Context: an optimization exercise on an open-source flow, tuned for small area. The choices shown serve that exercise and are no tape-out recipe.
The RTL was checked by simulation tests, not by an equivalence proof against the original design.
The flow treats the clock pin as an ideal source, which a real chip does not have.
No activity file was given, so power comes from the tool's default toggle rates.

Setup of main:
==> flow/design.v (excerpt) <==
module GoodButFixBallMotion(
		input        CLOCK_50,
		input        resetn,
		input  [3:0] KEY,
		output [7:0] x,
		output [6:0] y,
		output [2:0] colour,
		output       plot
	);
clock: 10.0 ns
lec_check: 0
abc_area: 1
cap_margin: 20
core_margin: 2
core_utilization: 40
slew_margin: 20
standard.sh (not shown) runs the stock make flow with config.mk's settings and CLKGATE_MAP_FILE= SYNTH_SCRIPT=/design/flow/synth_recipe.tcl, a recipe that flattens the netlist after the stock synthesis.
==> flow/flow/run.sh <==
#!/bin/bash
# Own layout flow: the standard synthesis, then an area re-mapping of its
# combinational logic (flip-flops untouched, checked equivalent with ABC's cec),
# then the standard layout with the port buffers made of buf_1 cells.
set -euo pipefail
WORK=$(pwd)
FLOWDIR=$WORK/flow
R=$WORK/orfs/results/$FLOW_PLATFORM/GoodButFixBallMotion/base
LIB=$FLOW_HOME/platforms/$FLOW_PLATFORM/lib/sky130_fd_sc_hd__tt_025C_1v80.lib

export BUFFER_PORTS_ARGS="-buffer_cell sky130_fd_sc_hd__buf_1"
export CTS_ARGS="-sink_clustering_enable -repair_clock_nets -dont_use_dummy_load"

bash standard.sh synth > $WORK/synth.log 2>&1

cp $R/1_2_yosys.v $WORK/std_netlist.v
DU=""
for c in $(cat $FLOWDIR/dont_use.txt); do DU="$DU -dont_use $c"; done
best=""
for t in 1 2 3 4; do
  sed -e "s#@LIB@#$LIB#g" -e "s#@IN@#$WORK/std_netlist.v#" -e "s#@TOP@#$FLOW_TOP#g" \
      -e "s#@DONTUSE@#$DU#" -e "s#@OUT@#$WORK/reopt_$t.v#" \
      -e "s#@SCRIPT@#strash;\&get,-n;\&deepsyn,-T,40,-S,$t;\&put;dch;amap;strash;dch;amap;topo#" \
      $FLOWDIR/reopt.ys.in > $WORK/reopt_$t.ys
  yosys -l $WORK/reopt_$t.log -q $WORK/reopt_$t.ys > /dev/null 2>&1 &
done
wait
# equivalence of each candidate with the standard netlist (flip-flops matched by name)
for f in std_netlist reopt_1 reopt_2 reopt_3 reopt_4; do
  [[ -f $WORK/$f.v ]] || continue
  yosys -q -l $WORK/blif_$f.log -p "read_liberty -ignore_miss_func $LIB; read_verilog $WORK/$f.v; hierarchy -top $FLOW_TOP; flatten; opt_clean; techmap; opt_clean; write_blif -gates $WORK/$f.blif" > /dev/null 2>&1 || true
done
for t in 1 2 3 4; do
  [[ -f $WORK/reopt_$t.blif ]] || continue
  yosys-abc -c "cec -n $WORK/std_netlist.blif $WORK/reopt_$t.blif" > $WORK/cec_$t.log 2>&1 || true
  if grep -q "Networks are equivalent" $WORK/cec_$t.log; then
    a=$(grep "Chip area" $WORK/reopt_$t.log | tail -1 | awk '{print $NF}')
    echo "candidate $t area $a" >> $WORK/reopt_choice.log
    if [[ -z "$best" ]] || awk "BEGIN{exit !($a < $besta)}"; then best=$t; besta=$a; fi
  fi
done
if [[ -n "$best" ]]; then
  echo "using candidate $best" >> $WORK/reopt_choice.log
  cp $WORK/reopt_$best.v $R/1_2_yosys.v
  touch $R/1_2_yosys.v
else
  echo "no equivalent candidate, keeping the standard netlist" >> $WORK/reopt_choice.log
fi

bash standard.sh > $WORK/layout.log 2>&1
Other scripts of this flow, unchanged in this note and not shown: flow/flow/dont_use.txt, flow/flow/reopt.ys.in
Every stage of the flow completed for main, and the final layout passed the timing, DRC and antenna checks.
Edits applied to the flow inputs when going from main to the feature branch:
Settings: GPL_TIMING_DRIVEN now 0, previously not set.
Results
- [the feature branch] leakage power figure rose 3.6% relative to main
- Net switching power: the feature branch vs main down 3.5%
- Between main and the feature branch, core utilization increased.
- Total power: the feature branch below main
- Post-synthesis cell count | the feature branch above main
- Final instance area: the feature branch vs main up 98 um2
- Between the feature branch and main, the HPWL after detailed placement does not differ in any meaningful way.
- Required time at the worst-slack endpoint delta (main -> the feature branch): insignificant

## xenon
GoodButFixBallMotion again, from the RTL that the note above started with.
Settings: LEC_CHECK=0, ABC_AREA=1, CAP_MARGIN=20, CORE_MARGIN=2, CORE_UTILIZATION=40, SLEW_MARGIN=20; clock period 10.0 ns.
==> flow/flow/run.sh <==
#!/bin/bash
# Own layout flow: the standard synthesis, then an area re-mapping of its
# combinational logic (flip-flops untouched; each candidate is checked
# equivalent to the standard netlist with ABC's cec, and the smallest is kept),
# then the standard layout with buf_1 port buffers and no CTS dummy loads.
set -euo pipefail
WORK=$(pwd)
FLOWDIR=$WORK/flow
R=$WORK/orfs/results/$FLOW_PLATFORM/GoodButFixBallMotion/base
LIB=$FLOW_HOME/platforms/$FLOW_PLATFORM/lib/sky130_fd_sc_hd__tt_025C_1v80.lib

export BUFFER_PORTS_ARGS="-buffer_cell sky130_fd_sc_hd__buf_1"
export CTS_ARGS="-sink_clustering_enable -repair_clock_nets -dont_use_dummy_load"

bash standard.sh synth > $WORK/synth.log 2>&1

cp $R/1_2_yosys.v $WORK/std_netlist.v
yosys -q -l $WORK/blif_std_netlist.log -p "read_liberty -ignore_miss_func $LIB; read_verilog $WORK/std_netlist.v; hierarchy -top $FLOW_TOP; flatten; opt_clean; techmap; opt_clean; write_blif -gates $WORK/std_netlist.blif" > /dev/null 2>&1

DU=""
for c in $(cat $FLOWDIR/dont_use.txt); do DU="$DU -dont_use $c"; done
NC=${NUM_CORES:-4}
cands=""
for t in 1 2 3 4 5 6 7 8; do
  ROUND="strash;\&get,-n;\&deepsyn,-T,15,-S,$t;\&put;dch;amap"
  sed -e "s#@LIB@#$LIB#g" -e "s#@IN@#$WORK/std_netlist.v#" -e "s#@TOP@#$FLOW_TOP#g" \
      -e "s#@DONTUSE@#$DU#" -e "s#@OUT@#$WORK/reopt_$t.v#" \
      -e "s#@SCRIPT@#$ROUND;$ROUND;$ROUND;topo#" \
      $FLOWDIR/reopt.ys.in > $WORK/reopt_$t.ys
  ( yosys -l $WORK/reopt_$t.log -q $WORK/reopt_$t.ys > /dev/null 2>&1 &&
    yosys -q -l $WORK/blif_reopt_$t.log -p "read_liberty -ignore_miss_func $LIB; read_verilog $WORK/reopt_$t.v; hierarchy -top $FLOW_TOP; flatten; opt_clean; techmap; opt_clean; write_blif -gates $WORK/reopt_$t.blif" > /dev/null 2>&1 &&
    yosys-abc -c "cec -n $WORK/std_netlist.blif $WORK/reopt_$t.blif" > $WORK/cec_$t.log 2>&1 ) || true &
  cands="$cands $t"
  if (( t % NC == 0 )); then wait; fi
done
wait
best=""
for t in $cands; do
  if [[ -f $WORK/cec_$t.log ]] && grep -q "Networks are equivalent" $WORK/cec_$t.log; then
    a=$(grep "Chip area" $WORK/reopt_$t.log | tail -1 | awk '{print $NF}')
    echo "candidate $t area $a" >> $WORK/reopt_choice.log
    if [[ -z "$best" ]] || awk "BEGIN{exit !($a < $besta)}"; then best=$t; besta=$a; fi
  else
    echo "candidate $t not proven equivalent" >> $WORK/reopt_choice.log
  fi
done
if [[ -n "$best" ]]; then
  echo "using candidate $best" >> $WORK/reopt_choice.log
  cp $WORK/reopt_$best.v $R/1_2_yosys.v
  touch $R/1_2_yosys.v
else
  echo "no equivalent candidate, keeping the standard netlist" >> $WORK/reopt_choice.log
fi

bash standard.sh > $WORK/layout.log 2>&1
Other scripts of this flow, unchanged in this note and not shown: flow/flow/dont_use.txt, flow/flow/reopt.ys.in
xenon went all the way through the flow, and no timing, DRC or antenna check failed.
The following lists how ember was set up differently from xenon:
Settings: GPL_TIMING_DRIVEN newly set to 0.
Notes after the runs:
Total wire length down 1.1% in ember wrt xenon. Diff ember and xenon: count of plain and timing-repair buffers lower in ember. The setup slack after layout in ember was lower than what xenon gave. The routed wire length on met2 number comes out lower for ember vs xenon.

GoodButFixBallMotion, a different RTL version from the one above (not shown whole).
Size in the first run: roughly 480 cells after synthesis.
Settings: LEC_CHECK=0, ABC_AREA=1, CAP_MARGIN=20, CORE_MARGIN=2, CORE_UTILIZATION=40, GPL_TIMING_DRIVEN=0, SLEW_MARGIN=20; clock period 10.0 ns.
==> flow/flow/run.sh <==
#!/bin/bash
# Own layout flow: the standard synthesis, then an area re-mapping of its
# combinational logic (flip-flops untouched; each candidate is checked
# equivalent to the standard netlist with ABC's cec, and the smallest is kept),
# then the standard layout with buf_1 port buffers and a clock tree of two
# clkbuf_16 buffers (the standard CTS, without dummy loads, as a fallback).
set -euo pipefail
WORK=$(pwd)
FLOWDIR=$WORK/flow
R=$WORK/orfs/results/$FLOW_PLATFORM/GoodButFixBallMotion/base
LIB=$FLOW_HOME/platforms/$FLOW_PLATFORM/lib/sky130_fd_sc_hd__tt_025C_1v80.lib

export BUFFER_PORTS_ARGS="-buffer_cell sky130_fd_sc_hd__buf_1"
export CTS_ARGS="-sink_clustering_enable -repair_clock_nets -dont_use_dummy_load"

bash standard.sh synth > $WORK/synth.log 2>&1

cp $R/1_2_yosys.v $WORK/std_netlist.v
yosys -q -l $WORK/blif_std_netlist.log -p "read_liberty -ignore_miss_func $LIB; read_verilog $WORK/std_netlist.v; hierarchy -top $FLOW_TOP; flatten; opt_clean; techmap; opt_clean; write_blif -gates $WORK/std_netlist.blif" > /dev/null 2>&1

DU=""
for c in $(cat $FLOWDIR/dont_use.txt); do DU="$DU -dont_use $c"; done
NC=${NUM_CORES:-4}
cands=""
for t in $(seq 1 32); do
  ROUND="strash;\&get,-n;\&deepsyn,-T,15,-S,$t;\&put;dch;amap"
  sed -e "s#@LIB@#$LIB#g" -e "s#@IN@#$WORK/std_netlist.v#" -e "s#@TOP@#$FLOW_TOP#g" \
      -e "s#@DONTUSE@#$DU#" -e "s#@OUT@#$WORK/reopt_$t.v#" \
      -e "s#@SCRIPT@#$ROUND;$ROUND;$ROUND;topo#" \
      $FLOWDIR/reopt.ys.in > $WORK/reopt_$t.ys
  ( yosys -l $WORK/reopt_$t.log -q $WORK/reopt_$t.ys > /dev/null 2>&1 &&
    yosys -q -l $WORK/blif_reopt_$t.log -p "read_liberty -ignore_miss_func $LIB; read_verilog $WORK/reopt_$t.v; hierarchy -top $FLOW_TOP; flatten; opt_clean; techmap; opt_clean; write_blif -gates $WORK/reopt_$t.blif" > /dev/null 2>&1 &&
    yosys-abc -c "cec -n $WORK/std_netlist.blif $WORK/reopt_$t.blif" > $WORK/cec_$t.log 2>&1 ) || true &
  cands="$cands $t"
  if (( t % NC == 0 )); then wait; fi
done
wait
best=""
for t in $cands; do
  if [[ -f $WORK/cec_$t.log ]] && grep -q "Networks are equivalent" $WORK/cec_$t.log; then
    a=$(grep "Chip area" $WORK/reopt_$t.log | tail -1 | awk '{print $NF}')
    echo "candidate $t area $a" >> $WORK/reopt_choice.log
    if [[ -z "$best" ]] || awk "BEGIN{exit !($a < $besta)}"; then best=$t; besta=$a; fi
  else
    echo "candidate $t not proven equivalent" >> $WORK/reopt_choice.log
  fi
done
if [[ -n "$best" ]]; then
  echo "using candidate $best" >> $WORK/reopt_choice.log
  cp $WORK/reopt_$best.v $WORK/chosen.v
  # stronger drivers for the nets of highest fanout (the reset), checked again
  if python3 $FLOWDIR/upsize.py $LIB $WORK/reopt_$best.v $WORK/upsized.v 20 $FLOWDIR/dont_use.txt > $WORK/upsize.log 2>&1 &&
     yosys -q -l $WORK/blif_upsized.log -p "read_liberty -ignore_miss_func $LIB; read_verilog $WORK/upsized.v; hierarchy -top $FLOW_TOP; flatten; opt_clean; techmap; opt_clean; write_blif -gates $WORK/upsized.blif" > /dev/null 2>&1 &&
     yosys-abc -c "cec -n $WORK/std_netlist.blif $WORK/upsized.blif" > $WORK/cec_upsized.log 2>&1 &&
     grep -q "Networks are equivalent" $WORK/cec_upsized.log; then
    cp $WORK/upsized.v $WORK/chosen.v
    echo "upsized high-fanout drivers" >> $WORK/reopt_choice.log
  fi
  cp $WORK/chosen.v $R/1_2_yosys.v
  touch $R/1_2_yosys.v
else
  echo "no equivalent candidate, keeping the standard netlist" >> $WORK/reopt_choice.log
fi

# placement, then a clock tree of two strong buffers in place of CTS (the
# standard CTS is kept if its clock slew estimate is too high)
bash standard.sh place > $WORK/place.log 2>&1
if LIB=$LIB IN_ODB=$R/3_place.odb IN_SDC=$R/3_place.sdc OUT_ODB=$WORK/clock.odb OUT_SDC=$WORK/clock.sdc \
   NBUF=2 CLKBUF=sky130_fd_sc_hd__clkbuf_16 CLKNET=CLOCK_50 MAX_SLEW=0.115 \
   openroad -no_init -exit $FLOWDIR/clock.tcl > $WORK/clock.log 2>&1 && [[ -f $WORK/clock.odb && -f $WORK/clock.sdc ]]; then
  cp $WORK/clock.odb $R/4_1_cts.odb
  sleep 1
  cp $WORK/clock.odb $R/4_cts.odb
  sleep 1
  cp $WORK/clock.sdc $R/4_cts.sdc
  echo "own clock tree" >> $WORK/reopt_choice.log
else
  echo "standard CTS" >> $WORK/reopt_choice.log
fi

bash standard.sh > $WORK/layout.log 2>&1
==> flow/flow/upsize.py <==
#!/usr/bin/env python3
"""Give the drivers of high-fanout nets a stronger cell of the same function
(size 1 -> size 4, else size 2), so that the layout's repairs need no buffers
for them.  usage: upsize.py LIB IN.v OUT.v MIN_FANOUT [DONT_USE_FILE]"""
import re, sys
lib, src, dst, minfo = sys.argv[1], sys.argv[2], sys.argv[3], int(sys.argv[4])
dont = set(open(sys.argv[5]).read().split()) if len(sys.argv) > 5 else set()
cells = set(re.findall(r'cell\s*\(\s*"?(sky130_fd_sc_hd__\w+)"?\s*\)', open(lib).read()))
net = open(src).read()
insts = list(re.finditer(r'(sky130_fd_sc_hd__\w+)(\s+)(\\?\S+)\s*\((.*?)\);', net, re.S))
drv, fo = {}, {}
for m in insts:
    for p, v in re.findall(r'\.(\w+)\(([^()]*?)\)', m.group(4)):
        v = v.strip()
        if p in ('X', 'Y'):
            drv[v] = m
        elif p not in ('Q', 'HI', 'LO', 'SUM', 'COUT'):
            fo[v] = fo.get(v, 0) + 1
swap = {}
for v, n in fo.items():
    m = drv.get(v)
    if n < minfo or m is None:
        continue
    t = m.group(1)
    if not t.endswith('_1'):
        continue
    for size in ('4', '2'):
        u = t[:-1] + size
        if u in cells and u not in dont:
            swap[m.start()] = (t, u)
            print(f"{m.group(3)}: {t} -> {u} (fanout {n} on {v})")
            break
out, last = [], 0
for pos in sorted(swap):
    t, u = swap[pos]
    out.append(net[last:pos]); out.append(u); last = pos + len(t)
out.append(net[last:])
open(dst, 'w').write(''.join(out))
Other scripts of this flow, unchanged in this note and not shown: flow/flow/clock.tcl, flow/flow/dont_use.txt, flow/flow/reopt.ys.in
Next try:
--- a/flow/flow/run.sh
+++ b/flow/flow/run.sh
@@ -24,3 +24,3 @@
 cands=""
-for t in $(seq 1 32); do
+for t in $(seq 1 16); do
   ROUND="strash;\&get,-n;\&deepsyn,-T,15,-S,$t;\&put;dch;amap"
What happened: First-iteration DRC count does not change. Final cell count does not change. Wire length stays the same. Register-to-register slack barely changes. Combinational power barely changes. Synthesized area does not change. Die area is unchanged. Via count is unchanged. Cell area does not change. Critical path depth stays the same. Setup slack does not change.
Next try:
--- a/flow/flow/run.sh
+++ b/flow/flow/run.sh
@@ -49,12 +49,3 @@
   echo "using candidate $best" >> $WORK/reopt_choice.log
-  cp $WORK/reopt_$best.v $WORK/chosen.v
-  # stronger drivers for the nets of highest fanout (the reset), checked again
-  if python3 $FLOWDIR/upsize.py $LIB $WORK/reopt_$best.v $WORK/upsized.v 20 $FLOWDIR/dont_use.txt > $WORK/upsize.log 2>&1 &&
-     yosys -q -l $WORK/blif_upsized.log -p "read_liberty -ignore_miss_func $LIB; read_verilog $WORK/upsized.v; hierarchy -top $FLOW_TOP; flatten; opt_clean; techmap; opt_clean; write_blif -gates $WORK/upsized.blif" > /dev/null 2>&1 &&
-     yosys-abc -c "cec -n $WORK/std_netlist.blif $WORK/upsized.blif" > $WORK/cec_upsized.log 2>&1 &&
-     grep -q "Networks are equivalent" $WORK/cec_upsized.log; then
-    cp $WORK/upsized.v $WORK/chosen.v
-    echo "upsized high-fanout drivers" >> $WORK/reopt_choice.log
-  fi
-  cp $WORK/chosen.v $R/1_2_yosys.v
+  cp $WORK/reopt_$best.v $R/1_2_yosys.v
   touch $R/1_2_yosys.v
removed: flow/flow/upsize.py
Power went down by 0.40%.
Worst setup slack is better by 0.025 ns.
Design area went up by 0.65%.
Clock-buffer cell count is unchanged.
Register-to-register slack is better by 0.02 ns.
Combinational power stays flat.
Next try:
--- a/flow/flow/run.sh
+++ b/flow/flow/run.sh
@@ -25,3 +25,3 @@
 for t in $(seq 1 16); do
-  ROUND="strash;\&get,-n;\&deepsyn,-T,15,-S,$t;\&put;dch;amap"
+  ROUND="strash;\&get,-n;\&deepsyn,-T,25,-S,$t;\&put;dch;amap"
   sed -e "s#@LIB@#$LIB#g" -e "s#@IN@#$WORK/std_netlist.v#" -e "s#@TOP@#$FLOW_TOP#g" \
@@ -49,3 +49,12 @@
   echo "using candidate $best" >> $WORK/reopt_choice.log
-  cp $WORK/reopt_$best.v $R/1_2_yosys.v
+  cp $WORK/reopt_$best.v $WORK/chosen.v
+  # stronger drivers for the nets of highest fanout (the reset), checked again
+  if python3 $FLOWDIR/upsize.py $LIB $WORK/reopt_$best.v $WORK/upsized.v 20 $FLOWDIR/dont_use.txt > $WORK/upsize.log 2>&1 &&
+     yosys -q -l $WORK/blif_upsized.log -p "read_liberty -ignore_miss_func $LIB; read_verilog $WORK/upsized.v; hierarchy -top $FLOW_TOP; flatten; opt_clean; techmap; opt_clean; write_blif -gates $WORK/upsized.blif" > /dev/null 2>&1 &&
+     yosys-abc -c "cec -n $WORK/std_netlist.blif $WORK/upsized.blif" > $WORK/cec_upsized.log 2>&1 &&
+     grep -q "Networks are equivalent" $WORK/cec_upsized.log; then
+    cp $WORK/upsized.v $WORK/chosen.v
+    echo "upsized high-fanout drivers" >> $WORK/reopt_choice.log
+  fi
+  cp $WORK/chosen.v $R/1_2_yosys.v
   touch $R/1_2_yosys.v
==> flow/flow/upsize.py (new file) <==
#!/usr/bin/env python3
"""Give the drivers of high-fanout nets a stronger cell of the same function
(size 1 -> size 4, else size 2), so that the layout's repairs need no buffers
for them.  usage: upsize.py LIB IN.v OUT.v MIN_FANOUT [DONT_USE_FILE]"""
import re, sys
lib, src, dst, minfo = sys.argv[1], sys.argv[2], sys.argv[3], int(sys.argv[4])
dont = set(open(sys.argv[5]).read().split()) if len(sys.argv) > 5 else set()
cells = set(re.findall(r'cell\s*\(\s*"?(sky130_fd_sc_hd__\w+)"?\s*\)', open(lib).read()))
net = open(src).read()
insts = list(re.finditer(r'(sky130_fd_sc_hd__\w+)(\s+)(\\?\S+)\s*\((.*?)\);', net, re.S))
drv, fo = {}, {}
for m in insts:
    for p, v in re.findall(r'\.(\w+)\(([^()]*?)\)', m.group(4)):
        v = v.strip()
        if p in ('X', 'Y'):
            drv[v] = m
        elif p not in ('Q', 'HI', 'LO', 'SUM', 'COUT'):
            fo[v] = fo.get(v, 0) + 1
swap = {}
for v, n in fo.items():
    m = drv.get(v)
    if n < minfo or m is None:
        continue
    t = m.group(1)
    if not t.endswith('_1'):
        continue
    for size in ('4', '2'):
        u = t[:-1] + size
        if u in cells and u not in dont:
            swap[m.start()] = (t, u)
            print(f"{m.group(3)}: {t} -> {u} (fanout {n} on {v})")
            break
out, last = [], 0
for pos in sorted(swap):
    t, u = swap[pos]
    out.append(net[last:pos]); out.append(u); last = pos + len(t)
out.append(net[last:])
open(dst, 'w').write(''.join(out))
The new run ran to the end with no violations.
Hold slack improves by 0.011 ns.
Clock skew rose by 0.0093 ns.
Wire length rose by about 1.2%.
Die area rose by 0.90%.
Via count rose by 2.6%.
Non-clock buffer count fell by 1.
Clock-buffer cell count rose by 3.
Worst setup slack improves by 0.56 ns.
Area after synthesis rose by about 0.9%.
Combinational power rose by about 18%.

what the ideal ports hide:
No port has a modelled driver above. Below, the same layouts with a new extraction and two added sets of constraints.
Step 1: set_driving_cell puts a clkbuf_16 on CLOCK_50 and a buf_2 on each other input, an assumption about the parent block.
Step 2 also shifts input and output timing later by t, the mid clock arrival at the registers, as if the neighbouring blocks saw the same clock.
Slacks: no drivers / after step 1 / after step 2; pairs: no drivers / after step 1.
run | t, ns | slack for setup (ns) | hold WS [ns] | pins driven straight from the clock port
main | 0.333 | 2.067 / 2.067 / 2.067 | 0.505 / 0.505 / 0.505 | 1
the feature branch | 0.329 | 1.131 / 1.131 / 1.131 | 0.487 / 0.487 / 0.487 | 1
xenon | 0.328 | 3.055 / 3.055 / 3.055 | 0.507 / 0.507 / 0.507 | 1
ember | 0.330 | 2.580 / 2.580 / 2.580 | 0.509 / 0.509 / 0.509 | 1
the first run of note 3 | 0.212 | 1.984 / 1.983 / 1.983 | 0.504 / 0.504 / 0.504 | 2
the second run of note 3 | 0.212 | 1.984 / 1.983 / 1.983 | 0.504 / 0.504 / 0.504 | 2
the third run of note 3 | 0.210 | 2.008 / 2.008 / 2.008 | 0.502 / 0.502 / 0.502 | 2
the fourth run of note 3 | 0.334 | 2.572 / 2.572 / 2.572 | 0.513 / 0.513 / 0.513 | 1
After both steps setup and hold are still met in every run listed.
